What follows belongs to an exercise in optimizing a design on an open flow for small area and a short achievable clock period; a production flow would make more cautious choices. RTL that was checked went through simulation tests only; none was proved equivalent to the original. For run 1, only the layout was checked, not whether the RTL still works. No activity file was given, so power comes from the tool's default toggle rates.

## flow/design.v (module list and top-level ports; edited modules follow where they fit)
// module reflex_core: 1410 lines
// module rc_fa: 4 lines
// module rc_ha: 4 lines
// module rc_pp: 3 lines
module reflex_core (
    input wire clk,
    input wire rst_n,
    input wire signed [15:0] z_pos,
    input wire signed [15:0] z_vel,
    input wire signed [15:0] kp_gain,
    input wire signed [15:0] kd_gain,
    input wire signed [15:0] vel_threshold,
    output wire signed [15:0] u_out,
    output reg guardian_active
);
  // ...
==> flow/run.sh <==
#!/bin/bash
# synth_recipe.tcl (not shown) runs the flow's synth.tcl, then flattens the netlist and writes it again
# the make line also repeats each setting of config.mk as NAME=value (left out here)
make -C /OpenROAD-flow-scripts/flow DESIGN_CONFIG=/design/flow/config.mk WORK_HOME=/design/flow/orfs CLKGATE_MAP_FILE= SYNTH_SCRIPT=/design/flow/synth_recipe.tcl finish
==> flow/config.mk <==
export PLATFORM = sky130hd
export DESIGN_NAME = reflex_core
export DESIGN_NICKNAME = reflex_core
export VERILOG_FILES = /design/flow/design.v
export SDC_FILE = /design/flow/constraint.sdc
export NUM_CORES = 4
export LEC_CHECK = 0
export CAP_MARGIN = 20
export CORE_MARGIN = 2
export CORE_UTILIZATION = 40
export SETUP_SLACK_MARGIN = 3.0
export SLEW_MARGIN = 20
export SYNTH_HIERARCHICAL = 1
==> flow/constraint.sdc <==
create_clock -name core_clock -period 8.0 [get_ports {clk}]
set_input_delay 1.6000 -clock core_clock [delete_from_list [all_inputs] [get_ports {clk}]]
set_output_delay 1.6000 -clock core_clock [all_outputs]
set_load 0.01 [all_outputs]
==> metrics.md, run 1 <==
| Metric | Value |
|---|---|
| Slew @ Worst Pin | 1.13 ns |
| Synth Register Bits | 148 |
| 1st-iter DRT viols | 744 |
| CTS H-tree lvls | 4 |
| Post-Synth Adder-Cell Area | 38.5% |
| Largest net degree at the start of global routing | 20 |
| Die width | 206 microns |
| M1 WL | 20100 microns |
| HP Start | vld_a$_DFF_PN0_ |
| Max VDD drop | 0.370 mV |
| Die Y-Extent | 206 microns |
| Outcome | finished clean |
| Max reg flops | 64 |
| Final Instance Area | 18600 sq um |
| Skew final | 0.0138 ns |
| Number of instances in the placed design | 2131 |
| Synth Instances | 1570 |
| Finished Core Util | 46.5% |
| Syn nets | 2007 |
| Post-synthesis mux area share | 1.07% |
| Hold path depth | 0 |
| Final Max Tran Viols | 0 |
| Worst-case clock buffer depth | 2 |
| Distinct cells, synth | 72 |
| Post-CTS Setup Bufs | 12 |
| # resized after CTS | 60 |
| Met1 Use GR | 29.8% |
| Setup Crit Path Kind | reg2out |
| Vias in the first global route | 12700 |
| Signal buffers | 126 |
| Final hold viol count | 0 |
| Clk slew on worst S/H paths | 0.07 ns |
| Sequential-to-total area share from yosys stat | 18.3% |
==> run 2: changes to the inputs <==
--- a/flow/design.v
+++ b/flow/design.v
@@ -1385,30 +1385,214 @@
     wire s1039, c1040;
     rc_fa u_s1039 (.a(c922), .b(c978), .c(s979), .s(s1039), .co(c1040));
     wire s1041, c1042;
     rc_fa u_s1041 (.a(pt264), .b(dq543), .c(c980), .s(s1041), .co(c1042));
     reg vld_b;
     always @(posedge clk or negedge rst_n)
         if (!rst_n) vld_b <= 1'b0;
         else vld_b <= vld_a;
-    reg [63:0] cs;
-    always @(posedge clk) cs <= {c1042, dt544, s1041, c1040, s1039, c1038, s1037, c1036, s1035, c1034, s1033, c1032, s1031, c1030, s1029, c1028, s1027, c1026, s1025, c1024, s1023, c1022, s1021, c1020, s1019, c1018, s1017, c1016, s1015, c1014, s1013, c1012, s1011, c1010, s1009, c1008, s1007, c1006, s1005, c1004, s1003, c1002, s1001, c1000, s999, c998, s997, c996, s995, c994, s993, c992, s991, c990, s989, c988, s987, c986, s985, c984, s983, c982, s981, s923};
-    wire [31:0] ra = {cs[62], cs[60], cs[58], cs[56], cs[54], cs[52], cs[50], cs[48], cs[46], cs[44], cs[42], cs[40], cs[38], cs[36], cs[34], cs[32], cs[30], cs[28], cs[26], cs[24], cs[22], cs[20], cs[18], cs[16], cs[14], cs[12], cs[10], cs[8], cs[6], cs[4], cs[2], cs[0]};
-    wire [31:0] rb = {cs[63], cs[61], cs[59], cs[57], cs[55], cs[53], cs[51], cs[49], cs[47], cs[45], cs[43], cs[41], cs[39], cs[37], cs[35], cs[33], cs[31], cs[29], cs[27], cs[25], cs[23], cs[21], cs[19], cs[17], cs[15], cs[13], cs[11], cs[9], cs[7], cs[5], cs[3], cs[1]};
-    wire [31:0] r = ra + rb;
-    wire [31:0] rp = ra ^ rb;
-    wire [31:0] rk = ~(ra | rb);
-    wire [31:0] rg = ra & rb;
-    wire [11:0] rlo = {1'b0, ra[10:0]} + {1'b0, rb[10:0]};
-    wire c11 = rlo[11];
-    wire z_hi = &(rp[30:12] ^ rk[29:11]) & (rp[11] == c11);
-    wire o_hi = &(rp[30:12] ^ rg[29:11]) & (rp[11] != c11);
-    wire gt2000 = (&rlo[10:5]) | ((rlo[10:4] == 7'b1111101) & (|rlo[3:0]));
-    wire lt48 = ~(|rlo[10:6]) & ~(rlo[5] & rlo[4]);
+    reg [62:0] cs;
+    always @(posedge clk) cs <= {(dt544 ^ c1042), (c1040 & s1041), (c1040 ^ s1041), (c1038 & s1039), (c1038 ^ s1039), (c1036 & s1037), (c1036 ^ s1037), (c1034 & s1035), (c1034 ^ s1035), (c1032 & s1033), (c1032 ^ s1033), (c1030 & s1031), (c1030 ^ s1031), (c1028 & s1029), (c1028 ^ s1029), (c1026 & s1027), (c1026 ^ s1027), (c1024 & s1025), (c1024 ^ s1025), (c1022 & s1023), (c1022 ^ s1023), (c1020 & s1021), (c1020 ^ s1021), (c1018 & s1019), (c1018 ^ s1019), (c1016 & s1017), (c1016 ^ s1017), (c1014 & s1015), (c1014 ^ s1015), (c1012 & s1013), (c1012 ^ s1013), (c1010 & s1011), (c1010 ^ s1011), (c1008 & s1009), (c1008 ^ s1009), (c1006 & s1007), (c1006 ^ s1007), (c1004 & s1005), (c1004 ^ s1005), (c1002 & s1003), (c1002 ^ s1003), (c1000 & s1001), (c1000 ^ s1001), (c998 & s999), (c998 ^ s999), (c996 & s997), (c996 ^ s997), (c994 & s995), (c994 ^ s995), (c992 & s993), (c992 ^ s993), (c990 & s991), (c990 ^ s991), (c988 & s989), (c988 ^ s989), (c986 & s987), (c986 ^ s987), (c984 & s985), (c984 ^ s985), (c982 & s983), (c982 ^ s983), (s923 & s981), (s923 ^ s981)};
+    wire [31:0] rp = {cs[62], cs[60], cs[58], cs[56], cs[54], cs[52], cs[50], cs[48], cs[46], cs[44], cs[42], cs[40], cs[38], cs[36], cs[34], cs[32], cs[30], cs[28], cs[26], cs[24], cs[22], cs[20], cs[18], cs[16], cs[14], cs[12], cs[10], cs[8], cs[6], cs[4], cs[2], cs[0]};
+    wire [31:0] rg = {1'b0, cs[61], cs[59], cs[57], cs[55], cs[53], cs[51], cs[49], cs[47], cs[45], cs[43], cs[41], cs[39], cs[37], cs[35], cs[33], cs[31], cs[29], cs[27], cs[25], cs[23], cs[21], cs[19], cs[17], cs[15], cs[13], cs[11], cs[9], cs[7], cs[5], cs[3], cs[1]};
+    wire [31:0] rk = ~(rp | rg);
+    wire pg0_1 = rg[1] | (rp[1] & rg[0]);
+    wire pp0_1 = rp[1] & rp[0];
+    wire pg0_3 = rg[3] | (rp[3] & rg[2]);
+    wire pp0_3 = rp[3] & rp[2];
+    wire pg0_5 = rg[5] | (rp[5] & rg[4]);
+    wire pp0_5 = rp[5] & rp[4];
+    wire pg0_7 = rg[7] | (rp[7] & rg[6]);
+    wire pp0_7 = rp[7] & rp[6];
+    wire pg0_9 = rg[9] | (rp[9] & rg[8]);
+    wire pp0_9 = rp[9] & rp[8];
+    wire pg0_11 = rg[11] | (rp[11] & rg[10]);
+    wire pp0_11 = rp[11] & rp[10];
+    wire pg0_13 = rg[13] | (rp[13] & rg[12]);
+    wire pp0_13 = rp[13] & rp[12];
+    wire pg0_15 = rg[15] | (rp[15] & rg[14]);
+    wire pp0_15 = rp[15] & rp[14];
+    wire pg0_17 = rg[17] | (rp[17] & rg[16]);
+    wire pp0_17 = rp[17] & rp[16];
+    wire pg0_19 = rg[19] | (rp[19] & rg[18]);
+    wire pp0_19 = rp[19] & rp[18];
+    wire pg0_21 = rg[21] | (rp[21] & rg[20]);
+    wire pp0_21 = rp[21] & rp[20];
+    wire pg0_23 = rg[23] | (rp[23] & rg[22]);
+    wire pp0_23 = rp[23] & rp[22];
+    wire pg0_25 = rg[25] | (rp[25] & rg[24]);
+    wire pp0_25 = rp[25] & rp[24];
+    wire pg0_27 = rg[27] | (rp[27] & rg[26]);
+    wire pp0_27 = rp[27] & rp[26];
+    wire pg0_29 = rg[29] | (rp[29] & rg[28]);
+    wire pp0_29 = rp[29] & rp[28];
+    wire pg1_2 = rg[2] | (rp[2] & pg0_1);
+    wire pp1_2 = rp[2] & pp0_1;
+    wire pg1_3 = pg0_3 | (pp0_3 & pg0_1);
+    wire pp1_3 = pp0_3 & pp0_1;
+    wire pg1_6 = rg[6] | (rp[6] & pg0_5);
+    wire pp1_6 = rp[6] & pp0_5;
+    wire pg1_7 = pg0_7 | (pp0_7 & pg0_5);
+    wire pp1_7 = pp0_7 & pp0_5;
+    wire pg1_10 = rg[10] | (rp[10] & pg0_9);
+    wire pp1_10 = rp[10] & pp0_9;
+    wire pg1_11 = pg0_11 | (pp0_11 & pg0_9);
+    wire pp1_11 = pp0_11 & pp0_9;
+    wire pg1_14 = rg[14] | (rp[14] & pg0_13);
+    wire pp1_14 = rp[14] & pp0_13;
+    wire pg1_15 = pg0_15 | (pp0_15 & pg0_13);
+    wire pp1_15 = pp0_15 & pp0_13;
+    wire pg1_18 = rg[18] | (rp[18] & pg0_17);
+    wire pp1_18 = rp[18] & pp0_17;
+    wire pg1_19 = pg0_19 | (pp0_19 & pg0_17);
+    wire pp1_19 = pp0_19 & pp0_17;
+    wire pg1_22 = rg[22] | (rp[22] & pg0_21);
+    wire pp1_22 = rp[22] & pp0_21;
+    wire pg1_23 = pg0_23 | (pp0_23 & pg0_21);
+    wire pp1_23 = pp0_23 & pp0_21;
+    wire pg1_26 = rg[26] | (rp[26] & pg0_25);
+    wire pp1_26 = rp[26] & pp0_25;
+    wire pg1_27 = pg0_27 | (pp0_27 & pg0_25);
+    wire pp1_27 = pp0_27 & pp0_25;
+    wire pg1_30 = rg[30] | (rp[30] & pg0_29);
+    wire pp1_30 = rp[30] & pp0_29;
+    wire pg2_4 = rg[4] | (rp[4] & pg1_3);
+    wire pp2_4 = rp[4] & pp1_3;
+    wire pg2_5 = pg0_5 | (pp0_5 & pg1_3);
+    wire pp2_5 = pp0_5 & pp1_3;
+    wire pg2_6 = pg1_6 | (pp1_6 & pg1_3);
+    wire pp2_6 = pp1_6 & pp1_3;
+    wire pg2_7 = pg1_7 | (pp1_7 & pg1_3);
+    wire pp2_7 = pp1_7 & pp1_3;
+    wire pg2_12 = rg[12] | (rp[12] & pg1_11);
+    wire pp2_12 = rp[12] & pp1_11;
+    wire pg2_13 = pg0_13 | (pp0_13 & pg1_11);
+    wire pp2_13 = pp0_13 & pp1_11;
+    wire pg2_14 = pg1_14 | (pp1_14 & pg1_11);
+    wire pp2_14 = pp1_14 & pp1_11;
+    wire pg2_15 = pg1_15 | (pp1_15 & pg1_11);
+    wire pp2_15 = pp1_15 & pp1_11;
+    wire pg2_20 = rg[20] | (rp[20] & pg1_19);
+    wire pp2_20 = rp[20] & pp1_19;
+    wire pg2_21 = pg0_21 | (pp0_21 & pg1_19);
+    wire pp2_21 = pp0_21 & pp1_19;
+    wire pg2_22 = pg1_22 | (pp1_22 & pg1_19);
+    wire pp2_22 = pp1_22 & pp1_19;
+    wire pg2_23 = pg1_23 | (pp1_23 & pg1_19);
+    wire pp2_23 = pp1_23 & pp1_19;
+    wire pg2_28 = rg[28] | (rp[28] & pg1_27);
+    wire pp2_28 = rp[28] & pp1_27;
+    wire pg2_29 = pg0_29 | (pp0_29 & pg1_27);
+    wire pp2_29 = pp0_29 & pp1_27;
+    wire pg2_30 = pg1_30 | (pp1_30 & pg1_27);
+    wire pp2_30 = pp1_30 & pp1_27;
+    wire pg3_8 = rg[8] | (rp[8] & pg2_7);
+    wire pp3_8 = rp[8] & pp2_7;
+    wire pg3_9 = pg0_9 | (pp0_9 & pg2_7);
+    wire pp3_9 = pp0_9 & pp2_7;
+    wire pg3_10 = pg1_10 | (pp1_10 & pg2_7);
+    wire pp3_10 = pp1_10 & pp2_7;
+    wire pg3_11 = pg1_11 | (pp1_11 & pg2_7);
+    wire pp3_11 = pp1_11 & pp2_7;
+    wire pg3_12 = pg2_12 | (pp2_12 & pg2_7);
+    wire pp3_12 = pp2_12 & pp2_7;
+    wire pg3_13 = pg2_13 | (pp2_13 & pg2_7);
+    wire pp3_13 = pp2_13 & pp2_7;
+    wire pg3_14 = pg2_14 | (pp2_14 & pg2_7);
+    wire pp3_14 = pp2_14 & pp2_7;
+    wire pg3_15 = pg2_15 | (pp2_15 & pg2_7);
+    wire pp3_15 = pp2_15 & pp2_7;
+    wire pg3_24 = rg[24] | (rp[24] & pg2_23);
+    wire pp3_24 = rp[24] & pp2_23;
+    wire pg3_25 = pg0_25 | (pp0_25 & pg2_23);
+    wire pp3_25 = pp0_25 & pp2_23;
+    wire pg3_26 = pg1_26 | (pp1_26 & pg2_23);
+    wire pp3_26 = pp1_26 & pp2_23;
+    wire pg3_27 = pg1_27 | (pp1_27 & pg2_23);
+    wire pp3_27 = pp1_27 & pp2_23;
+    wire pg3_28 = pg2_28 | (pp2_28 & pg2_23);
+    wire pp3_28 = pp2_28 & pp2_23;
+    wire pg3_29 = pg2_29 | (pp2_29 & pg2_23);
+    wire pp3_29 = pp2_29 & pp2_23;
+    wire pg3_30 = pg2_30 | (pp2_30 & pg2_23);
+    wire pp3_30 = pp2_30 & pp2_23;
+    wire pg4_16 = rg[16] | (rp[16] & pg3_15);
+    wire pp4_16 = rp[16] & pp3_15;
+    wire pg4_17 = pg0_17 | (pp0_17 & pg3_15);
+    wire pp4_17 = pp0_17 & pp3_15;
+    wire pg4_18 = pg1_18 | (pp1_18 & pg3_15);
+    wire pp4_18 = pp1_18 & pp3_15;
+    wire pg4_19 = pg1_19 | (pp1_19 & pg3_15);
+    wire pp4_19 = pp1_19 & pp3_15;
+    wire pg4_20 = pg2_20 | (pp2_20 & pg3_15);
+    wire pp4_20 = pp2_20 & pp3_15;
+    wire pg4_21 = pg2_21 | (pp2_21 & pg3_15);
+    wire pp4_21 = pp2_21 & pp3_15;
+    wire pg4_22 = pg2_22 | (pp2_22 & pg3_15);
+    wire pp4_22 = pp2_22 & pp3_15;
+    wire pg4_23 = pg2_23 | (pp2_23 & pg3_15);
+    wire pp4_23 = pp2_23 & pp3_15;
+    wire pg4_24 = pg3_24 | (pp3_24 & pg3_15);
+    wire pp4_24 = pp3_24 & pp3_15;
+    wire pg4_25 = pg3_25 | (pp3_25 & pg3_15);
+    wire pp4_25 = pp3_25 & pp3_15;
+    wire pg4_26 = pg3_26 | (pp3_26 & pg3_15);
+    wire pp4_26 = pp3_26 & pp3_15;
+    wire pg4_27 = pg3_27 | (pp3_27 & pg3_15);
+    wire pp4_27 = pp3_27 & pp3_15;
+    wire pg4_28 = pg3_28 | (pp3_28 & pg3_15);
+    wire pp4_28 = pp3_28 & pp3_15;
+    wire pg4_29 = pg3_29 | (pp3_29 & pg3_15);
+    wire pp4_29 = pp3_29 & pp3_15;
+    wire pg4_30 = pg3_30 | (pp3_30 & pg3_15);
+    wire pp4_30 = pp3_30 & pp3_15;
+    wire [31:0] c;
+    assign c[0] = 1'b0;
+    assign c[1] = rg[0];
+    assign c[2] = pg0_1;
+    assign c[3] = pg1_2;
+    assign c[4] = pg1_3;
+    assign c[5] = pg2_4;
+    assign c[6] = pg2_5;
+    assign c[7] = pg2_6;
+    assign c[8] = pg2_7;
+    assign c[9] = pg3_8;
+    assign c[10] = pg3_9;
+    assign c[11] = pg3_10;
+    assign c[12] = pg3_11;
+    assign c[13] = pg3_12;
+    assign c[14] = pg3_13;
+    assign c[15] = pg3_14;
+    assign c[16] = pg3_15;
+    assign c[17] = pg4_16;
+    assign c[18] = pg4_17;
+    assign c[19] = pg4_18;
+    assign c[20] = pg4_19;
+    assign c[21] = pg4_20;
+    assign c[22] = pg4_21;
+    assign c[23] = pg4_22;
+    assign c[24] = pg4_23;
+    assign c[25] = pg4_24;
+    assign c[26] = pg4_25;
+    assign c[27] = pg4_26;
+    assign c[28] = pg4_27;
+    assign c[29] = pg4_28;
+    assign c[30] = pg4_29;
+    assign c[31] = pg4_30;
+    wire [31:0] r = rp ^ {c[31:1], 1'b0};
+    wire z_hi = ~(rp[11] ^ c[11]) & ~(~rk[11] ^ rp[12]) & ~(~rk[12] ^ rp[13]) & ~(~rk[13] ^ rp[14]) & ~(~rk[14] ^ rp[15]) & ~(~rk[15] ^ rp[16]) & ~(~rk[16] ^ rp[17]) & ~(~rk[17] ^ rp[18]) & ~(~rk[18] ^ rp[19]) & ~(~rk[19] ^ rp[20]) & ~(~rk[20] ^ rp[21]) & ~(~rk[21] ^ rp[22]) & ~(~rk[22] ^ rp[23]) & ~(~rk[23] ^ rp[24]) & ~(~rk[24] ^ rp[25]) & ~(~rk[25] ^ rp[26]) & ~(~rk[26] ^ rp[27]) & ~(~rk[27] ^ rp[28]) & ~(~rk[28] ^ rp[29]) & ~(~rk[29] ^ rp[30]);
+    wire o_hi = (rp[11] ^ c[11]) & ~(rg[11] ^ ~rp[12]) & ~(rg[12] ^ ~rp[13]) & ~(rg[13] ^ ~rp[14]) & ~(rg[14] ^ ~rp[15]) & ~(rg[15] ^ ~rp[16]) & ~(rg[16] ^ ~rp[17]) & ~(rg[17] ^ ~rp[18]) & ~(rg[18] ^ ~rp[19]) & ~(rg[19] ^ ~rp[20]) & ~(rg[20] ^ ~rp[21]) & ~(rg[21] ^ ~rp[22]) & ~(rg[22] ^ ~rp[23]) & ~(rg[23] ^ ~rp[24]) & ~(rg[24] ^ ~rp[25]) & ~(rg[25] ^ ~rp[26]) & ~(rg[26] ^ ~rp[27]) & ~(rg[27] ^ ~rp[28]) & ~(rg[28] ^ ~rp[29]) & ~(rg[29] ^ ~rp[30]);
+    wire f_a = (rp[5] ^ c[5]) & ~(rg[5] ^ ~rp[6]) & ~(rg[6] ^ ~rp[7]) & ~(rg[7] ^ ~rp[8]) & ~(rg[8] ^ ~rp[9]) & ~(rg[9] ^ ~rp[10]);
+    wire f_b = (rp[4] ^ c[4]) & ~(rg[4] ^ rp[5]) & ~(~rk[5] ^ ~rp[6]) & ~(rg[6] ^ ~rp[7]) & ~(rg[7] ^ ~rp[8]) & ~(rg[8] ^ ~rp[9]) & ~(rg[9] ^ ~rp[10]);
+    wire f_c = ~rp[0] & ~(~rk[0] ^ rp[1]) & ~(~rk[1] ^ rp[2]) & ~(~rk[2] ^ rp[3]);
+    wire f_d = ~(rp[6] ^ c[6]) & ~(~rk[6] ^ rp[7]) & ~(~rk[7] ^ rp[8]) & ~(~rk[8] ^ rp[9]) & ~(~rk[9] ^ rp[10]);
+    wire f_e = (rp[4] ^ c[4]) & ~(rg[4] ^ ~rp[5]);
+    wire gt2000 = f_a | (f_b & ~f_c);
+    wire lt48 = f_d & ~f_e;
     wire sat_hi = ~r[31] & (~z_hi | gt2000);
     wire sat_lo = r[31] & (~o_hi | lt48);
     assign u_out = ~vld_b ? 16'd0 : sat_hi ? 16'd2000 : sat_lo ? 16'hf830 : r[15:0];
 endmodule
 module rc_fa (input wire a, input wire b, input wire c, output wire s, output wire co);
     assign s = a ^ b ^ c;
     assign co = (a & b) | (a & c) | (b & c);
 endmodule
==> flow/config.mk (replaced) <==
export PLATFORM = sky130hd
export DESIGN_NAME = reflex_core
export DESIGN_NICKNAME = reflex_core
export VERILOG_FILES = /design/flow/design.v
export SDC_FILE = /design/flow/constraint.sdc
export NUM_CORES = 4
export LEC_CHECK = 0
export CAP_MARGIN = 20
export CORE_MARGIN = 2
export CORE_UTILIZATION = 40
export SETUP_SLACK_MARGIN = 4.5
export SLEW_MARGIN = 20
export SYNTH_HIERARCHICAL = 1
==> run 2 against run 1 <==
  * Still clean on timing, DRC and antenna
  * Clock skew up 0.0036 ns
  * Critical path depth down 1
  * Synthesized cell count up 3.1%
  * Sequential share of layout area down 1.9 points
  * Clock power up 5.6%
==> metrics.md, run 2 <==
| Metric | Value |
|---|---|
| Synth Register Bits | 147 (was 148) |
| Post-Synth Adder-Cell Area | 37.1% (was 38.5%) |
| Outcome | finished clean (unchanged) |
| Int Pwr | 0.00590 W (was 0.00437 W) |
| Setup crit end kind | primary output (unchanged) |
| # nets final | 2241 (was 2080) |
| Rows | 73 (unchanged) |
| Largest net degree at the start of global routing | 28 (was 20) |
| Psw | 0.00504 W (was 0.00405 W) |
| I/O pin cnt | 99 (unchanged) |
| Final Max Tran Viols | 0 (unchanged) |
| Synth top area share | 28.7% (was 30.0%) |
| R2R depth | 9 (was 8) |
| HP Start | vld_a$_DFF_PN0_ (unchanged) |
| Initial core utilization | 40.6% (was 40.7%) |
| Cell taking the most area after synthesis | fa_1 (unchanged) |
| CP required | 6.40 ns (about the same) |
| 1st-iter DRT viols | 849 (was 744) |
| Ys Warns | 7 (unchanged) |
| Area delta synth->final | 37.4% (was 14.3%) |
| Die area | 42000 sq um (was 42400 sq um) |
| Hold Buf Count CTS | 0 (unchanged) |
| Period utilisation layout | 60.2% (was 63.1%) |
| CP arrival | 3.22 ns (was 3.45 ns) |
| Largest regs | cs: 63 flops, zv: 17 flops, zp: 16 flops (was cs: 64 flops, zv: 17 flops, zp: 16 flops) |
| Clk latency of the worst-skew pair | 0.45 ns (about the same) |
| Final hold viol count | 0 (unchanged) |
| Routability cong. | 0.969 (was 0.938) |
| Initial antenna violation count | 0 (unchanged) |
| Overall Global Routing Usage | 24.5% (was 21.8%) |
| Post-route ant nets | 0 (unchanged) |
| CTS H-tree lvls | 4 (unchanged) |
| Largest family of logic cells by synthesized area | adder cells (unchanged) |
| Distinct cells, synth | 63 (was 72) |
| Syn_area_per_cell | 9.99 sq um (was 10.4 sq um) |
| RSZ-0062 raised after global routing | true (unchanged) |
| Crit Reg-Reg Endpoint | cs[26]$_DFF_P_ (was cs[31]$_DFF_P_) |
| Most frequent cells in the layout | o22ai_1 (218), xnor2_1 (208), fa_2 (118), fa_1 (114), buf_4 (108) (was xnor2_1 (291), o22ai_1 (265), fa_1 (243), dfxtp_1 (143), inv_1 (133)) |
| Tmin final | 4.82 ns (was 5.05 ns) |
| Hold path depth | 0 (unchanged) |
| Drt first pass iters | 5 (unchanged) |
| Die Y-Extent | 205 microns (was 206 microns) |
| Vias per cell | 5.82 (was 5.60) |
| Seq pwr share | 13.9% (was 15.7%) |
| Core area | 39800 sq um (was 40000 sq um) |
| Most frequent cell after synthesis | xnor2_1 (unchanged) |
| Setup Crit Path Kind | reg2out (unchanged) |
| Routed len/inst | 22.1 microns (was 20.5 microns) |
| Max reg flops | 63 (was 64) |
| Area contributors post-synth | fa_1 (29%), dfxtp_1 (18%), xnor2_1 (15%) (was fa_1 (30%), dfxtp_1 (18%), xnor2_1 (16%)) |
| Max VDD drop | 0.350 mV (was 0.370 mV) |
| Simple-gate share of the synthesized area | 7.53% (was 4.52%) |
| Finished Core Util | 55.8% (was 46.5%) |
| Die width | 205 microns (was 206 microns) |
| Dpl cell area | 18100 sq um (was 17700 sq um) |
| I/O Buffers | 98 (unchanged) |
| Sequential-to-total area share from yosys stat | 18.3% (about the same) |
| Share of cells above drive strength 1 | 35.4% (was 7.31%) |
| HP Class | reg2reg (unchanged) |
| Post-synthesis mux area share | 0.0619% (was 1.07%) |
| Clk slew on worst S/H paths | 0.07 ns (about the same) |
| Grt total ovfl | 0 (unchanged) |
| Number of instances in the placed design | 2168 (was 2131) |
| Switching part of the total | 46.1% (was 48.1%) |
| Slew @ Worst Pin | 0.697 ns (was 1.13 ns) |
| CTS buffer count | 17 (unchanged) |
| DR vias | 13700 (was 12200) |
| Fmax | 0.208 GHz (was 0.198 GHz) |
| Worst Path Max Fanout | 3 (was 7) |
| Gate power share | 78.7% (was 75.1%) |
| Global-route wire length before repair | 78600 microns (was 70700 microns) |
| CTS tree | done (unchanged) |
| Worst-case clock buffer depth | 2 (unchanged) |
| Slew margin rel. | 52.9% (was 24.4%) |
| CTS Sinks | 147 (was 148) |
| Most common cell after layout, fill and taps aside | o22ai_1 (was xnor2_1) |
| Max_cap viols | 0 (unchanged) |
| Hold Path End | vld_b$_DFF_PN0_ (unchanged) |
| Startpoint Class | register (unchanged) |
| Synth Instances | 1618 (was 1570) |
| Largest Register | cs (unchanged) |
| Clock power share | 7.4% (was 9.2%) |
| Vias in the first global route | 13800 (was 12700) |
| Setup-failing EPs final | 0 (unchanged) |
| Xor/xnor share of the synthesized area | 15.8% (was 16.4%) |
| Fillers | 3344 (was 3729) |
| WHS | 0.349 ns (was 0.351 ns) |
| Drt drc | 0 (unchanged) |
| Post-DP HPWL | 38700 microns (was 37900 microns) |
| Synth top cells by count | xnor2_1 (284), o22ai_1 (264), fa_1 (232), dfxtp_1 (144), ha_1 (108) (was xnor2_1 (293), o22ai_1 (265), fa_1 (244), dfxtp_1 (145), inv_1 (133)) |
| LEAKAGE | 8.43 nW (was 7.22 nW) |
| Post-synth EDFFs | 0 (unchanged) |
| Post-Syn Area | 16200 sq um (was 16300 sq um) |
| Skew final | 0.0174 ns (was 0.0138 ns) |
| Final Instance Area | 22200 sq um (was 18600 sq um) |
| Main synth FF type | dfxtp_1 (unchanged) |
| Routed wire length | 52100 microns (was 44800 microns) |
| Critical Path Start | cs[46]$_DFF_P_ (was cs[0]$_DFF_P_) |
| Finished Layout Cells | 2357 (was 2181) |
| Setup TNS | 0 ns (unchanged) |
| RR Startpoint | zp[9]$_DFF_P_ (was bp_ngn[2]$_DFF_P_) |
| N_diodes | 0 (unchanged) |
| Worst reg2reg setup slack | 3.76 ns (was 3.36 ns) |
| Syn nets | 2040 (was 2007) |
| Root Driver | clkbuf_16 (unchanged) |
| Asr flop ratio synth | 2.04% (was 2.03%) |
| Power per Cell Area | 493 nW/um^2 (was 452 nW/um^2) |
| Compound-Gate Fraction of Synth Area | 17.1% (was 16.3%) |
==> run 2: changes by cell type after synthesis, sizes merged, moves of 13 or more <==
cell    change
inv        -44
a221oi     +16
nor3       +19
o211ai     +17
mux2i      -14
a211oi     -13
nand2b     +16
nor2       +28
clkbuf     +20
nand2      +13
==> run 2: critical path, stage by stage (launching register included) <==
cell,delay [ns]
dfxtp_4,0.35
nand4_1,0.11
or4_4,0.59
or3_1,0.32
a211o_1,0.27
a221oi_4,0.33
buf_6,0.17
mux2i_4,0.27
buf_6,0.14
o21a_1,0.11
buf_2,0.12
==> run 2: area by class of cell <==
class                      instances  area [sq um]  share of cell area [%]
inverter                          89           354                    1.59
sequential                       147          3140                    14.1
clock inverter                    13           140                   0.631
multi-input combinational       1304         14900                    67.0
clock buffer                      19           454                    2.05
tap                              525           657                    2.96
timing repair buffer             260          2590                    11.7
==> run 2: what timing repair did <==
action,in CTS,in global routing
setup endpoints to repair,81,75
buffers inserted,95,53
gates cloned,7,2
hold endpoints to repair,0,0
pin swaps,100,84
gates resized for setup,483,141
==> run 2: logic make-up (layout without fill, tap and decap cells) <==
| logic type | Yosys count | count (layout) |
|---|---|---|
| other | 1 | 1 |
| AO/OA/AOI/OAI | 423 | 426 |
| adder cells (fa/ha/maj) | 340 | 340 |
| XOR/XNOR | 292 | 292 |
| multiplexers | 1 | 1 |
| flip-flops | 147 | 147 |
| buffers and inverters | 174 | 381 |
| AND/OR/NAND/NOR | 240 | 244 |
==> run 2: how the worst max path moves through the flow <==
stage | cells after the start | endpoint
after global routing | 10 | u_out[2]
after global placement | 11 | zv[13]$_DFF_P_
after detailed placement | 10 | zv[2]$_DFF_P_
final | 10 | u_out[4]
after CTS | 10 | u_out[4]
after floorplan | 7 | u_out[4]
==> run 2: power groups by stage <==
stage	clock network (W)	registers [W]	logic, W
6_report	0.000813	0.00152	0.00861
5_1_grt	0.000863	0.00154	0.00959
4_1_cts	0.000833	0.00150	0.00779
3_5_place_dp	0	0.00152	0.00688
3_3_place_gp	0	0.00152	0.00675
2_1_floorplan	0	0.00132	0.00451
==> run 2: per-layer routing <==
| metal | up-vias | part of all wire, % | GRT usage (%) |
|---|---|---|---|
| li1 | 6207 | - | - |
| met4 | 0 | 3.2 | 7.73 |
| met1 | 6848 | 40 | 30.9 |
| met2 | 558 | 49 | 42.3 |
| met5 | - | 0 | 0 |
| met3 | 103 | 7.4 | 4.52 |
==> run 2: through the flow <==
stage | setup WS (ns) | power (W)
finish | 3.18 | 0.0109
global route | 3.08 | 0.0120
CTS | 3.20 | 0.0101
detailed placement | 2.86 | 0.00840
global placement | 2.95 | 0.00826
floorplan | 3.93 | 0.00583
==> run 2: Yosys stat by module, one instance, submodules excluded <==
module / flops+latches / times used / cells
rc_pp: 0 / 264 / 1
rc_ha: 0 / 16 / 1
rc_fa: 0 / 232 / 1
reflex_core: 147 / 1 / 1106
==> run 3: changes to the inputs <==
--- a/flow/config.mk
+++ b/flow/config.mk
@@ -10,3 +10,3 @@
 export CORE_UTILIZATION = 40
-export SETUP_SLACK_MARGIN = 4.5
+export SETUP_SLACK_MARGIN = 3.3
 export SLEW_MARGIN = 20
==> run 3 against run 2 <==
  * Sequential cell count stayed put
  * Worst setup slack better by 0.042 ns
  * Critical endpoint is now u_out[3]
  * Global-route usage is 1.8 points lower
  * Power is 19% lower
  * Combinational power is 25% lower
  * Hold slack better by 0.0014 ns
  * First-iteration DRC count is 15% lower
  * Die area stayed put
  * Register-to-register slack worse by 0.29 ns
  * Area after synthesis stayed put
==> metrics.md, run 3 <==
| Metric | Value |
|---|---|
| Asr flop ratio synth | 2.04% (unchanged) |
| Max reg flops | 63 (unchanged) |
| Most frequent cell after synthesis | xnor2_1 (unchanged) |
| Final Max Tran Viols | 0 (unchanged) |
| Power per Cell Area | 477 nW/um^2 (was 493 nW/um^2) |
| Routability cong. | 0.971 (was 0.969) |
| Drt drc | 0 (unchanged) |
| Die area | 42000 sq um (unchanged) |
| Most common cell after layout, fill and taps aside | xnor2_1 (was o22ai_1) |
| Setup crit end kind | primary output (unchanged) |
| Area delta synth->final | 14.6% (was 37.4%) |
| Overall Global Routing Usage | 22.7% (was 24.5%) |
| Syn_area_per_cell | 9.99 sq um (unchanged) |
| I/O pin cnt | 99 (unchanged) |
| Share of cells above drive strength 1 | 8.53% (was 35.4%) |
| Vias per cell | 5.73 (was 5.82) |
| Outcome | finished clean (unchanged) |
| Ys Warns | 7 (unchanged) |
| CTS Sinks | 147 (unchanged) |
| 1st-iter DRT viols | 718 (was 849) |
| Post-Syn Area | 16200 sq um (unchanged) |
| Die Y-Extent | 205 microns (unchanged) |
| WHS | 0.350 ns (was 0.349 ns) |
| I/O Buffers | 98 (unchanged) |
| Setup TNS | 0 ns (unchanged) |
| LEAKAGE | 7.06 nW (was 8.43 nW) |
| DR vias | 12800 (was 13700) |
| Number of instances in the placed design | 2166 (was 2168) |
| Most frequent cells in the layout | xnor2_1 (284), o22ai_1 (264), fa_1 (232), dfxtp_1 (123), ha_1 (106) (was o22ai_1 (218), xnor2_1 (208), fa_2 (118), fa_1 (114), buf_4 (108)) |
| Largest Register | cs (unchanged) |
| Largest regs | cs: 63 flops, zv: 17 flops, zp: 16 flops (unchanged) |
| Clk slew on worst S/H paths | 0.07 ns (about the same) |
| Synth Register Bits | 147 (unchanged) |
| Clk latency of the worst-skew pair | 0.44 ns (was 0.45 ns) |
| CP required | 6.40 ns (about the same) |
| Area contributors post-synth | fa_1 (29%), dfxtp_1 (18%), xnor2_1 (15%) (unchanged) |
| Synth top cells by count | xnor2_1 (284), o22ai_1 (264), fa_1 (232), dfxtp_1 (144), ha_1 (108) (unchanged) |
| Fillers | 3801 (was 3344) |
| Max_cap viols | 0 (unchanged) |
| Slew margin rel. | 27.6% (was 52.9%) |
| Initial core utilization | 40.6% (unchanged) |
| Finished Layout Cells | 2225 (was 2357) |
| Post-synth EDFFs | 0 (unchanged) |
| Skew final | 0.00932 ns (was 0.0174 ns) |
| Synth top area share | 28.7% (unchanged) |
| Fmax | 0.209 GHz (was 0.208 GHz) |
| Initial antenna violation count | 0 (unchanged) |
| Routed wire length | 46200 microns (was 52100 microns) |
| # nets final | 2109 (was 2241) |
| Sequential-to-total area share from yosys stat | 18.3% (unchanged) |
| CTS buffer count | 17 (unchanged) |
| Drt first pass iters | 7 (was 5) |
| N_diodes | 0 (unchanged) |
| Main synth FF type | dfxtp_1 (unchanged) |
| Hold Buf Count CTS | 0 (unchanged) |
| Cell taking the most area after synthesis | fa_1 (unchanged) |
| Period utilisation layout | 59.7% (was 60.2%) |
| Slew @ Worst Pin | 1.08 ns (was 0.697 ns) |
| Pre-CTS WS | 2.95 ns (was 2.86 ns) |
| Core area | 39800 sq um (unchanged) |
| Setup-failing EPs final | 0 (unchanged) |
| Rows | 73 (unchanged) |
| Routed len/inst | 20.8 microns (was 22.1 microns) |
| Max VDD drop | 0.288 mV (was 0.350 mV) |
| CTS H-tree lvls | 4 (unchanged) |
| Synth Instances | 1618 (unchanged) |
| HP Class | reg2reg (unchanged) |
| Startpoint Class | register (unchanged) |
| Global-route wire length before repair | 73800 microns (was 78600 microns) |
| Largest net degree at the start of global routing | 54 (was 28) |
| Post-DP HPWL | 38800 microns (was 38700 microns) |
| Final WS setup | 3.23 ns (was 3.18 ns) |
| Distinct cells, synth | 63 (unchanged) |
| RSZ-0062 raised after global routing | true (unchanged) |
| Worst Path Max Fanout | 4 (was 3) |
| Setup Crit Path Kind | reg2out (unchanged) |
| Die width | 205 microns (unchanged) |
| Syn nets | 2040 (unchanged) |
| Worst-case clock buffer depth | 2 (unchanged) |
| Tmin final | 4.77 ns (was 4.82 ns) |
| Post-route ant nets | 0 (unchanged) |
| CTS tree | done (unchanged) |
| Final hold viol count | 0 (unchanged) |
| Vias in the first global route | 13300 (was 13800) |
| Root Driver | clkbuf_16 (unchanged) |
| CP arrival | 3.17 ns (was 3.22 ns) |
| Grt total ovfl | 0 (unchanged) |
==> run 3: cell counts after synthesis <==
Identical to the previous run, type by type.
==> run 3: worst max-delay path, cell delays in order, from the launching register on <==
cell,delay [ns]
dfxtp_4,0.35
nand4_1,0.12
or4_4,0.59
or3_4,0.33
a211o_1,0.26
a221oi_4,0.30
buf_6,0.16
mux2i_4,0.28
buf_6,0.15
nor3_2,0.04
buf_2,0.15
==> run 3: repair_timing <==
item / 4_1_cts / 5_1_grt
pin swaps: 11 / 11
resized for setup: 103 / 26
cloned: 0 / 0
endpoints found under the hold margin: 0 / 0
setup buffers: 24 / 3
setup endpoints to repair: 22 / 33
==> run 3: final timing paths <==
check                                             to  cells after the start  slack [ns]       startpoint
min in group asynchronous            vld_b$_DFF_PN0_                      1        1.33            rst_n
min reg2reg                          vld_b$_DFF_PN0_                      0        0.35  vld_a$_DFF_PN0_
max reg2reg                           cs[32]$_DFF_P_                      9        3.47    zp[7]$_DFF_P_
min                                  vld_b$_DFF_PN0_                      0        0.35  vld_a$_DFF_PN0_
max in group asynchronous  guardian_active$_DFF_PN0_                      1        6.53            rst_n
max                                         u_out[3]                     10        3.23   cs[50]$_DFF_P_
==> run 3: area by class of cell <==
cell class | instances | area, sq um | share of cell area (%)
clock buffers | 20 | 447 | 2.41
clock inverters | 12 | 168 | 0.905
inverters | 89 | 334 | 1.80
multi-input cells | 1297 | 12700 | 68.6
flip-flops and latches | 147 | 3000 | 16.2
well taps | 525 | 657 | 3.55
repair buffers | 135 | 1220 | 6.59
==> run 3: cells by family after synthesis <==
family / count (synthesis) / synth area share [%]
AO/OA/AOI/OAI: 423 / 17.1
XOR/XNOR: 292 / 15.8
adder cells (fa/ha/maj): 340 / 37.1
buffers and inverters: 174 / 4.04
flip-flops: 147 / 18.3
multiplexers: 1 / 0.0619
other: 1 / 0.0232
AND/OR/NAND/NOR: 240 / 7.53
==> run 3: per-layer routing <==
metal,global-route usage (%),routed length [microns],vias up
met5,0,0,-
met4,6.86,1150,0
met3,4.34,3650,85
met2,37.7,21800,456
met1,30.1,19600,6320
li1,-,-,5899
==> run 3: stage by stage <==
| step | power (W) | cell area [sq um] | utilization (%) |
|---|---|---|---|
| 3_5_place_dp | 0.00781 | 17600 | 44.1 |
| 6_report | 0.00884 | 18500 | 46.5 |
| 3_3_place_gp | 0.00768 | 17600 | 44.1 |
| 5_1_grt | 0.00986 | 18500 | 46.5 |
| 2_1_floorplan | 0.00561 | 16200 | - |
| 4_1_cts | 0.00884 | 18400 | 46.3 |
==> run 3: per-module statistics from Yosys (local to each module, per instance) <==
module / copies in the design / cells inside / cell area (sq um) / flip-flops and latches
rc_pp: 264 / 1 / 6.26 / 0
rc_fa: 232 / 1 / 20.0 / 0
reflex_core: 1 / 1106 / 9670 / 147
rc_ha: 16 / 1 / 12.5 / 0
==> run 3: where the power goes <==
group / internal [W] / switching (W) / total, W
Sequential: 0.00114 / 0.000370 / 0.00151
Combinational: 0.00309 / 0.00341 / 0.00650
Clock: 0.000504 / 0.000331 / 0.000835
==> run 4: changes to the inputs <==
--- a/flow/config.mk
+++ b/flow/config.mk
@@ -10,3 +10,3 @@
 export CORE_UTILIZATION = 40
-export SETUP_SLACK_MARGIN = 3.3
+export SETUP_SLACK_MARGIN = 3.5
 export SLEW_MARGIN = 20
==> run 4 against run 3 <==
  * Synthesized cell count did not move
  * Combinational power rose by 2%
  * Final area rose by 0.26%
  * Sequential power barely moved
  * Via count is essentially flat
  * Largest cell class unchanged
  * Largest power group unchanged
==> metrics.md, run 4 <==
| Metric | Value |
|---|---|
| Clk slew on worst S/H paths | 0.06 ns (was 0.07 ns) |
| Ys Warns | 7 (unchanged) |
| Slew margin rel. | 51.1% (was 27.6%) |
| Grt total ovfl | 0 (unchanged) |
| CTS H-tree lvls | 4 (unchanged) |
| Clk latency of the worst-skew pair | 0.44 ns (about the same) |
| Startpoint Class | register (unchanged) |
| Final Instance Area | 18600 sq um (was 18500 sq um) |
| Worst reg2reg setup slack | 3.62 ns (was 3.47 ns) |
| Distinct cells, synth | 63 (unchanged) |
| Max_cap viols | 0 (unchanged) |
| Largest Register | cs (unchanged) |
| Final hold viol count | 0 (unchanged) |
| Sequential-to-total area share from yosys stat | 18.3% (unchanged) |
| Rows | 73 (unchanged) |
| CTS tree | done (unchanged) |
| I/O pin cnt | 99 (unchanged) |
| Post-route ant nets | 0 (unchanged) |
| Drt drc | 0 (unchanged) |
| DR vias | 12800 (about the same) |
| Initial core utilization | 40.6% (unchanged) |
| Most common cell after layout, fill and taps aside | xnor2_1 (unchanged) |
| R2R depth | 9 (unchanged) |
| Crit Reg-Reg Endpoint | cs[40]$_DFF_P_ (was cs[32]$_DFF_P_) |
| Synth top area share | 28.7% (unchanged) |
| Power per Cell Area | 482 nW/um^2 (was 477 nW/um^2) |
| Overall Global Routing Usage | 22.7% (about the same) |
| Core area | 39800 sq um (unchanged) |
| Largest regs | cs: 63 flops, zv: 17 flops, zp: 16 flops (unchanged) |
| 1st-iter DRT viols | 877 (was 718) |
| Pre-CTS WS | 2.92 ns (was 2.95 ns) |
| RR Startpoint | zv[11]$_DFF_P_ (was zp[7]$_DFF_P_) |
| Final Max Tran Viols | 0 (unchanged) |
| Vias in the first global route | 13000 (was 13300) |
| Vias per cell | 5.73 (about the same) |
| LEAKAGE | 7.08 nW (was 7.06 nW) |
| Largest net degree at the start of global routing | 54 (unchanged) |
| CTS buffer count | 17 (unchanged) |
| Share of cells above drive strength 1 | 9.76% (was 8.53%) |
| Asr flop ratio synth | 2.04% (unchanged) |
| Final WS setup | 3.26 ns (was 3.23 ns) |
| CTS Sinks | 147 (unchanged) |
| CP arrival | 3.14 ns (was 3.17 ns) |
| Hold path depth | 0 (unchanged) |
| Drt first pass iters | 5 (was 7) |
| Most frequent cell after synthesis | xnor2_1 (unchanged) |
| Routability cong. | 0.955 (was 0.971) |
| Finished Core Util | 46.6% (was 46.5%) |
| Initial antenna violation count | 0 (unchanged) |
| Fillers | 3790 (was 3801) |
| Cell taking the most area after synthesis | fa_1 (unchanged) |
| Worst-case clock buffer depth | 2 (unchanged) |
| Setup TNS | 0 ns (unchanged) |
| N_diodes | 0 (unchanged) |
| Area delta synth->final | 14.9% (was 14.6%) |
| Setup crit end kind | primary output (unchanged) |
| Die width | 205 microns (unchanged) |
| Max reg flops | 63 (unchanged) |
| Post-DP HPWL | 38700 microns (was 38800 microns) |
| # nets final | 2110 (was 2109) |
| Setup-failing EPs final | 0 (unchanged) |
| Fmax | 0.211 GHz (was 0.209 GHz) |
| Die area | 42000 sq um (unchanged) |
| Skew final | 0.0103 ns (was 0.00932 ns) |
| I/O Buffers | 98 (unchanged) |
| Outcome | finished clean (unchanged) |
| Synth Register Bits | 147 (unchanged) |
| Worst Path Max Fanout | 4 (unchanged) |
| Most frequent cells in the layout | xnor2_1 (284), o22ai_1 (264), fa_1 (232), ha_1 (106), dfxtp_1 (99) (was xnor2_1 (284), o22ai_1 (264), fa_1 (232), dfxtp_1 (123), ha_1 (106)) |
| Main synth FF type | dfxtp_1 (unchanged) |
| Synth Instances | 1618 (unchanged) |
| Area contributors post-synth | fa_1 (29%), dfxtp_1 (18%), xnor2_1 (15%) (unchanged) |
| Dpl cell area | 17600 sq um (about the same) |
| Syn nets | 2040 (unchanged) |
| RSZ-0062 raised after global routing | true (unchanged) |
| Post-synth EDFFs | 0 (unchanged) |
| Root Driver | clkbuf_16 (unchanged) |
| Die Y-Extent | 205 microns (unchanged) |
| Setup Crit Path Kind | reg2out (unchanged) |
| Period utilisation layout | 59.3% (was 59.7%) |
| Slew @ Worst Pin | 0.724 ns (was 1.08 ns) |
| Global-route wire length before repair | 73600 microns (was 73800 microns) |
| Syn_area_per_cell | 9.99 sq um (unchanged) |
| HP Class | reg2reg (unchanged) |
| Routed wire length | 46300 microns (was 46200 microns) |
| Hold Path End | vld_b$_DFF_PN0_ (unchanged) |
| Post-Syn Area | 16200 sq um (unchanged) |
| Synth top cells by count | xnor2_1 (284), o22ai_1 (264), fa_1 (232), dfxtp_1 (144), ha_1 (108) (unchanged) |
| Max VDD drop | 0.417 mV (was 0.288 mV) |
| Hold Buf Count CTS | 0 (unchanged) |
| HP Start | vld_a$_DFF_PN0_ (unchanged) |
| Routed len/inst | 20.8 microns (about the same) |
| CP required | 6.40 ns (about the same) |
| Tmin final | 4.74 ns (was 4.77 ns) |
## run 4: cell type report
| class | count | area (sq um) | share of cell area, % |
|---|---|---|---|
| inverters | 89 | 334 | 1.80 |
| clock inverters | 12 | 168 | 0.903 |
| well taps | 525 | 657 | 3.54 |
| multi-input cells | 1297 | 12700 | 68.2 |
| flip-flops and latches | 147 | 3030 | 16.3 |
| clock buffers | 20 | 447 | 2.40 |
| repair buffers | 136 | 1260 | 6.81 |
## run 4: logic make-up (layout without fill, tap and decap cells)
| logic type | count (synthesis) | in the layout | share of synthesized area (%) |
|---|---|---|---|
| multiplexers | 1 | 1 | 0.0619 |
| buffers and inverters | 174 | 257 | 4.04 |
| other | 1 | 1 | 0.0232 |
| XOR/XNOR | 292 | 292 | 15.8 |
| flip-flops | 147 | 147 | 18.3 |
| AND/OR/NAND/NOR | 240 | 240 | 7.53 |
| AO/OA/AOI/OAI | 423 | 423 | 17.1 |
| adder cells (fa/ha/maj) | 340 | 340 | 37.1 |
## run 4: repair_timing
action	in CTS	in global routing
setup endpoints to repair	56	49
endpoints found under the hold margin	0	0
pin swaps	11	11
gates resized for setup	106	51
setup buffers	19	6
## run 4: where the power goes
group / internal [W] / leakage, nW / total [W] / switching (W)
sequential: 0.00114 / 1.25 / 0.00150 / 0.000362
clock: 0.000505 / 0.290 / 0.000835 / 0.000330
combinational: 0.00313 / 5.54 / 0.00661 / 0.00349
total: 0.00477 / 7.08 / 0.00895 / 0.00418
## run 4: worst max-delay path by stage
stage               slack [ns]              to  cells after the start              start
detailed placement        2.92   zv[3]$_DFF_P_                     10          z_vel[15]
global route              3.15        u_out[4]                     10     cs[50]$_DFF_P_
CTS                       3.21        u_out[4]                     10     cs[48]$_DFF_P_
finish                    3.26        u_out[4]                     10     cs[50]$_DFF_P_
global placement          3.00  zv[13]$_DFF_P_                     10          z_vel[15]
floorplan                 3.54  cs[30]$_DFF_P_                     11  bp_ngn[4]$_DFF_P_
## run 4: through the flow
stage                     power [W]  hold slack (ns)  cells
after CTS                   0.00893            0.352   2220
after global routing         0.0100            0.361   2226
after global placement      0.00772            0.334   2169
after floorplan             0.00561            0.331   1618
final                       0.00895            0.351   2226
after detailed placement    0.00790            0.337   2169
## run 4: metal layers
layer  wire (microns)  vias up  track usage, %  share of wire, %
met4              796        0            5.83               1.7
met2            22200      443            38.2                48
met1            20000     6352            29.9                43
met3             3370       49            4.52               7.3
li1                 -     5914               -                 -
met5                0        -               0                 0
## run 4: per-module statistics from Yosys, one instance, submodules excluded
module / times used / flip-flops and latches / cells
rc_fa: 232 / 0 / 1
rc_ha: 16 / 0 / 1
rc_pp: 264 / 0 / 1
reflex_core: 1 / 147 / 1106
## run 4: critical path: stages, from the launching register on
cell      delay [ns]
dfxtp_4         0.34
nand4_1         0.13
or4_4           0.58
or3_1           0.32
a211o_1         0.27
a221oi_4        0.26
buf_12          0.15
mux2i_4         0.28
buf_6           0.16
o21a_1          0.10
buf_2           0.12
==> run 5: changes to the inputs <==
--- a/flow/config.mk
+++ b/flow/config.mk
@@ -10,3 +10,3 @@
 export CORE_UTILIZATION = 40
-export SETUP_SLACK_MARGIN = 3.5
+export SETUP_SLACK_MARGIN = 3.8
 export SLEW_MARGIN = 20
==> run 5 against run 4 <==
  * Core utilization rose by 2.8 points
  * Worst setup slack improved by 0.030 ns
  * Sequential share of layout area fell by 0.52 points
  * Count of clock-buffer cells in the layout fell by 1
  * Still clean
  * Critical endpoint is now u_out[1]
  * Hold slack got worse by 0.0012 ns
  * Largest power group unchanged
  * Clock skew fell by 0.0027 ns
==> metrics.md, run 5 <==
| Metric | Value |
|---|---|
| Initial antenna violation count | 0 (unchanged) |
| Ys Warns | 7 (unchanged) |
| Largest regs | cs: 63 flops, zv: 17 flops, zp: 16 flops (unchanged) |
| RSZ-0062 raised after global routing | true (unchanged) |
| Synth Instances | 1618 (unchanged) |
| Most frequent cells in the layout | xnor2_1 (254), o22ai_1 (247), fa_1 (202), ha_1 (106), inv_1 (89) (was xnor2_1 (284), o22ai_1 (264), fa_1 (232), ha_1 (106), dfxtp_1 (99)) |
| Pre-CTS WS | 2.93 ns (was 2.92 ns) |
| Asr flop ratio synth | 2.04% (unchanged) |
| Setup Crit Path Kind | reg2out (unchanged) |
| Distinct cells, synth | 63 (unchanged) |
| N_diodes | 0 (unchanged) |
| LEAKAGE | 7.56 nW (was 7.08 nW) |
| # nets final | 2162 (was 2110) |
| Hold path depth | 0 (unchanged) |
| Final WS setup | 3.29 ns (was 3.26 ns) |
| R2R depth | 9 (unchanged) |
| CP arrival | 3.11 ns (was 3.14 ns) |
| Multi-input logic area | 13300 sq um (was 12700 sq um) |
| Vias per cell | 5.73 (about the same) |
| Post-Syn Area | 16200 sq um (unchanged) |
| Finished Core Util | 49.4% (was 46.6%) |
| Initial core utilization | 40.6% (unchanged) |
| Vias in the first global route | 12900 (was 13000) |
| Cell taking the most area after synthesis | fa_1 (unchanged) |
| Largest net degree at the start of global routing | 54 (unchanged) |
| Fillers | 3651 (was 3790) |
| Post-DP HPWL | 38300 microns (was 38700 microns) |
| Skew final | 0.00763 ns (was 0.0103 ns) |
| RR Startpoint | zp[8]$_DFF_P_ (was zv[11]$_DFF_P_) |
| Die area | 42000 sq um (unchanged) |
| Grt total ovfl | 0 (unchanged) |
| Die width | 205 microns (unchanged) |
| Max reg flops | 63 (unchanged) |
| Area delta synth->final | 21.7% (was 14.9%) |
| Clk latency of the worst-skew pair | 0.43 ns (was 0.44 ns) |
| Worst reg2reg setup slack | 3.80 ns (was 3.62 ns) |
| Slew @ Worst Pin | 0.712 ns (was 0.724 ns) |
| Sequential-to-total area share from yosys stat | 18.3% (unchanged) |
| Setup TNS | 0 ns (unchanged) |
| Area contributors post-synth | fa_1 (29%), dfxtp_1 (18%), xnor2_1 (15%) (unchanged) |
| Tmin final | 4.71 ns (was 4.74 ns) |
| CTS H-tree lvls | 4 (unchanged) |
| Outcome | finished clean (unchanged) |
| CTS tree | done (unchanged) |
| Post-synth EDFFs | 0 (unchanged) |
| Most frequent cell after synthesis | xnor2_1 (unchanged) |
| Slew margin rel. | 52.5% (was 51.1%) |
| Worst-case clock buffer depth | 2 (unchanged) |
| Synth top cells by count | xnor2_1 (284), o22ai_1 (264), fa_1 (232), dfxtp_1 (144), ha_1 (108) (unchanged) |
| Crit Reg-Reg Endpoint | cs[30]$_DFF_P_ (was cs[40]$_DFF_P_) |
| Drt drc | 0 (unchanged) |
| Routed len/inst | 20.9 microns (was 20.8 microns) |
| Startpoint Class | register (unchanged) |
| Drt first pass iters | 5 (unchanged) |
| Share of cells above drive strength 1 | 18.6% (was 9.76%) |
| Syn_area_per_cell | 9.99 sq um (unchanged) |
| Fmax | 0.212 GHz (was 0.211 GHz) |
| HP Class | reg2reg (unchanged) |
| Max_cap viols | 0 (unchanged) |
| CTS buffer count | 17 (unchanged) |
| DR vias | 13100 (was 12800) |
| Power per Cell Area | 462 nW/um^2 (was 482 nW/um^2) |
| Setup crit end kind | primary output (unchanged) |
| Largest Register | cs (unchanged) |
| Period utilisation layout | 58.9% (was 59.3%) |
| Final hold viol count | 0 (unchanged) |
| Syn nets | 2040 (unchanged) |
| 1st-iter DRT viols | 787 (was 877) |
| I/O pin cnt | 99 (unchanged) |
| Final Max Tran Viols | 0 (unchanged) |
| Core area | 39800 sq um (unchanged) |
| Die Y-Extent | 205 microns (unchanged) |
| Global-route wire length before repair | 73400 microns (was 73600 microns) |
| Hold Buf Count CTS | 0 (unchanged) |
| I/O Buffers | 98 (unchanged) |
| Hold Path End | vld_b$_DFF_PN0_ (unchanged) |
| Worst Path Max Fanout | 5 (was 4) |
| Synth top area share | 28.7% (unchanged) |
| Overall Global Routing Usage | 22.9% (was 22.7%) |
| CP required | 6.40 ns (about the same) |
| Clk slew on worst S/H paths | 0.07 ns (was 0.06 ns) |
| Max VDD drop | 0.298 mV (was 0.417 mV) |
| Root Driver | clkbuf_16 (unchanged) |
| HP Start | vld_a$_DFF_PN0_ (unchanged) |
| Routability cong. | 0.956 (was 0.955) |
| CTS Sinks | 147 (unchanged) |
| Routed wire length | 47500 microns (was 46300 microns) |
| Setup-failing EPs final | 0 (unchanged) |
| Tot Pwr | 0.00909 W (was 0.00895 W) |
| Rows | 73 (unchanged) |
| Post-route ant nets | 0 (unchanged) |
| Main synth FF type | dfxtp_1 (unchanged) |
| Reg area | 3110 sq um (was 3030 sq um) |
| Synth Register Bits | 147 (unchanged) |
| Most common cell after layout, fill and taps aside | xnor2_1 (unchanged) |
## run 5: changes by cell type in the layout (fill, tap and decap cells not counted), sizes merged
cell / before / now
inv: 94 / 96
dlygate4sd2: 0 / 2
buf: 54 / 106
clkinv: 1 / 4
bufinv: 3 / 0
clkbuf: 20 / 19
clkdlybuf4s50: 82 / 78
clkinvlp: 3 / 2
dlymetal6s2s: 0 / 2
## run 5: cell type report
type                       instances  area share [%]
timing repair buffer             188            8.93
inverter                          89            1.70
tap                              525            3.34
clock buffer                      19            2.30
clock inverter                    13           0.572
sequential                       147            15.8
multi-input combinational       1297            67.3
## run 5: critical path: stages (launching register included)
cell      delay [ns]
dfxtp_4         0.34
buf_4           0.15
or3_2           0.47
a22oi_1         0.28
o221ai_1        0.17
nor4_1          0.34
and4b_2         0.36
mux2i_4         0.10
buf_6           0.15
nor3b_1         0.18
buf_2           0.16
## run 5: modules after synthesis, one instance, submodules excluded
| module | flops+latches | area, sq um |
|---|---|---|
| rc_ha | 0 | 12.5 |
| reflex_core | 147 | 9670 |
| rc_fa | 0 | 20.0 |
| rc_pp | 0 | 6.26 |
## run 5: routing by layer
| layer | up-vias | wire [microns] | GRT usage [%] |
|---|---|---|---|
| met1 | 6424 | 20200 | 30.2 |
| met3 | 96 | 3470 | 4.23 |
| met2 | 527 | 22300 | 37.7 |
| met4 | 0 | 1470 | 7.58 |
| met5 | - | 0 | 0 |
| li1 | 6012 | - | - |
## run 5: kinds of logic after synthesis
logic type,synth area share (%)
AND/OR/NAND/NOR,7.53
other,0.0232
flip-flops,18.3
adder cells (fa/ha/maj),37.1
buffers and inverters,4.04
AO/OA/AOI/OAI,17.1
XOR/XNOR,15.8
multiplexers,0.0619
## run 5: worst max-delay path by stage
stage,startpoint,endpoint,slack (ns),depth (start not counted)
2_1_floorplan,bp_ngn[4]$_DFF_P_,cs[30]$_DFF_P_,3.80,11
3_3_place_gp,z_vel[15],zv[13]$_DFF_P_,3.02,11
5_1_grt,cs[58]$_DFF_P_,u_out[4],3.21,10
4_1_cts,cs[44]$_DFF_P_,u_out[4],3.25,10
6_report,cs[44]$_DFF_P_,u_out[1],3.29,10
3_5_place_dp,z_vel[15],zv[5]$_DFF_P_,2.93,10
## run 5: report_power, final
| part | internal [W] | switching [W] | leakage [nW] | total (W) |
|---|---|---|---|---|
| Clock | 0.000423 | 0.000346 | 0.275 | 0.000769 |
| Combinational | 0.00327 | 0.00353 | 6.04 | 0.00680 |
| Sequential | 0.00114 | 0.000372 | 1.25 | 0.00152 |
| Total | 0.00484 | 0.00425 | 7.56 | 0.00909 |
## run 5: repair_timing
action                     in CTS  in global routing
pin swaps                      16                 24
gates resized for setup       226                102
setup endpoints to repair      65                 54
setup buffers                  32                 46
## run 5: per-stage QoR
stage | hold WS, ns | instances | area, sq um
after CTS | 0.352 | 2232 | 18800
after floorplan | 0.331 | 1618 | 16200
after detailed placement | 0.336 | 2168 | 17600
after global placement | 0.333 | 2168 | 17600
after global routing | 0.354 | 2278 | 19700
final | 0.350 | 2278 | 19700

## port drivers added, routing unchanged
No port has a modelled driver above. Below, the same layouts with a new extraction and two added sets of constraints. Step 1 assumes that a clkbuf_16 drives the clock port and a buf_2 every other input. Step 2, shift: input delay + t, output delay - t, t = (earliest + latest rising clock arrival at the registers) / 2. This alone moves slack from input paths to output paths. Three values: no drivers, after step 1, after step 2; two values: the first two.
run | t, ns | setup WS [ns] | worst setup path after step 2 | pins driven straight from the clock port
run 1 | 0.485 | 2.951 / 2.907 / 3.090 | input to register | 1
run 2 | 0.492 | 3.183 / 3.133 / 3.625 | register to output | 1
run 3 | 0.483 | 3.226 / 3.176 / 3.215 | input to register | 1
run 4 | 0.480 | 3.257 / 3.209 / 3.277 | input to register | 1
run 5 | 0.481 | 3.287 / 3.236 / 3.490 | input to register | 1
After both steps setup and hold are still met in every run listed. The setup slack of run 3, which loses most, moves by -0.050 ns with the drivers and by -0.011 ns with both steps.
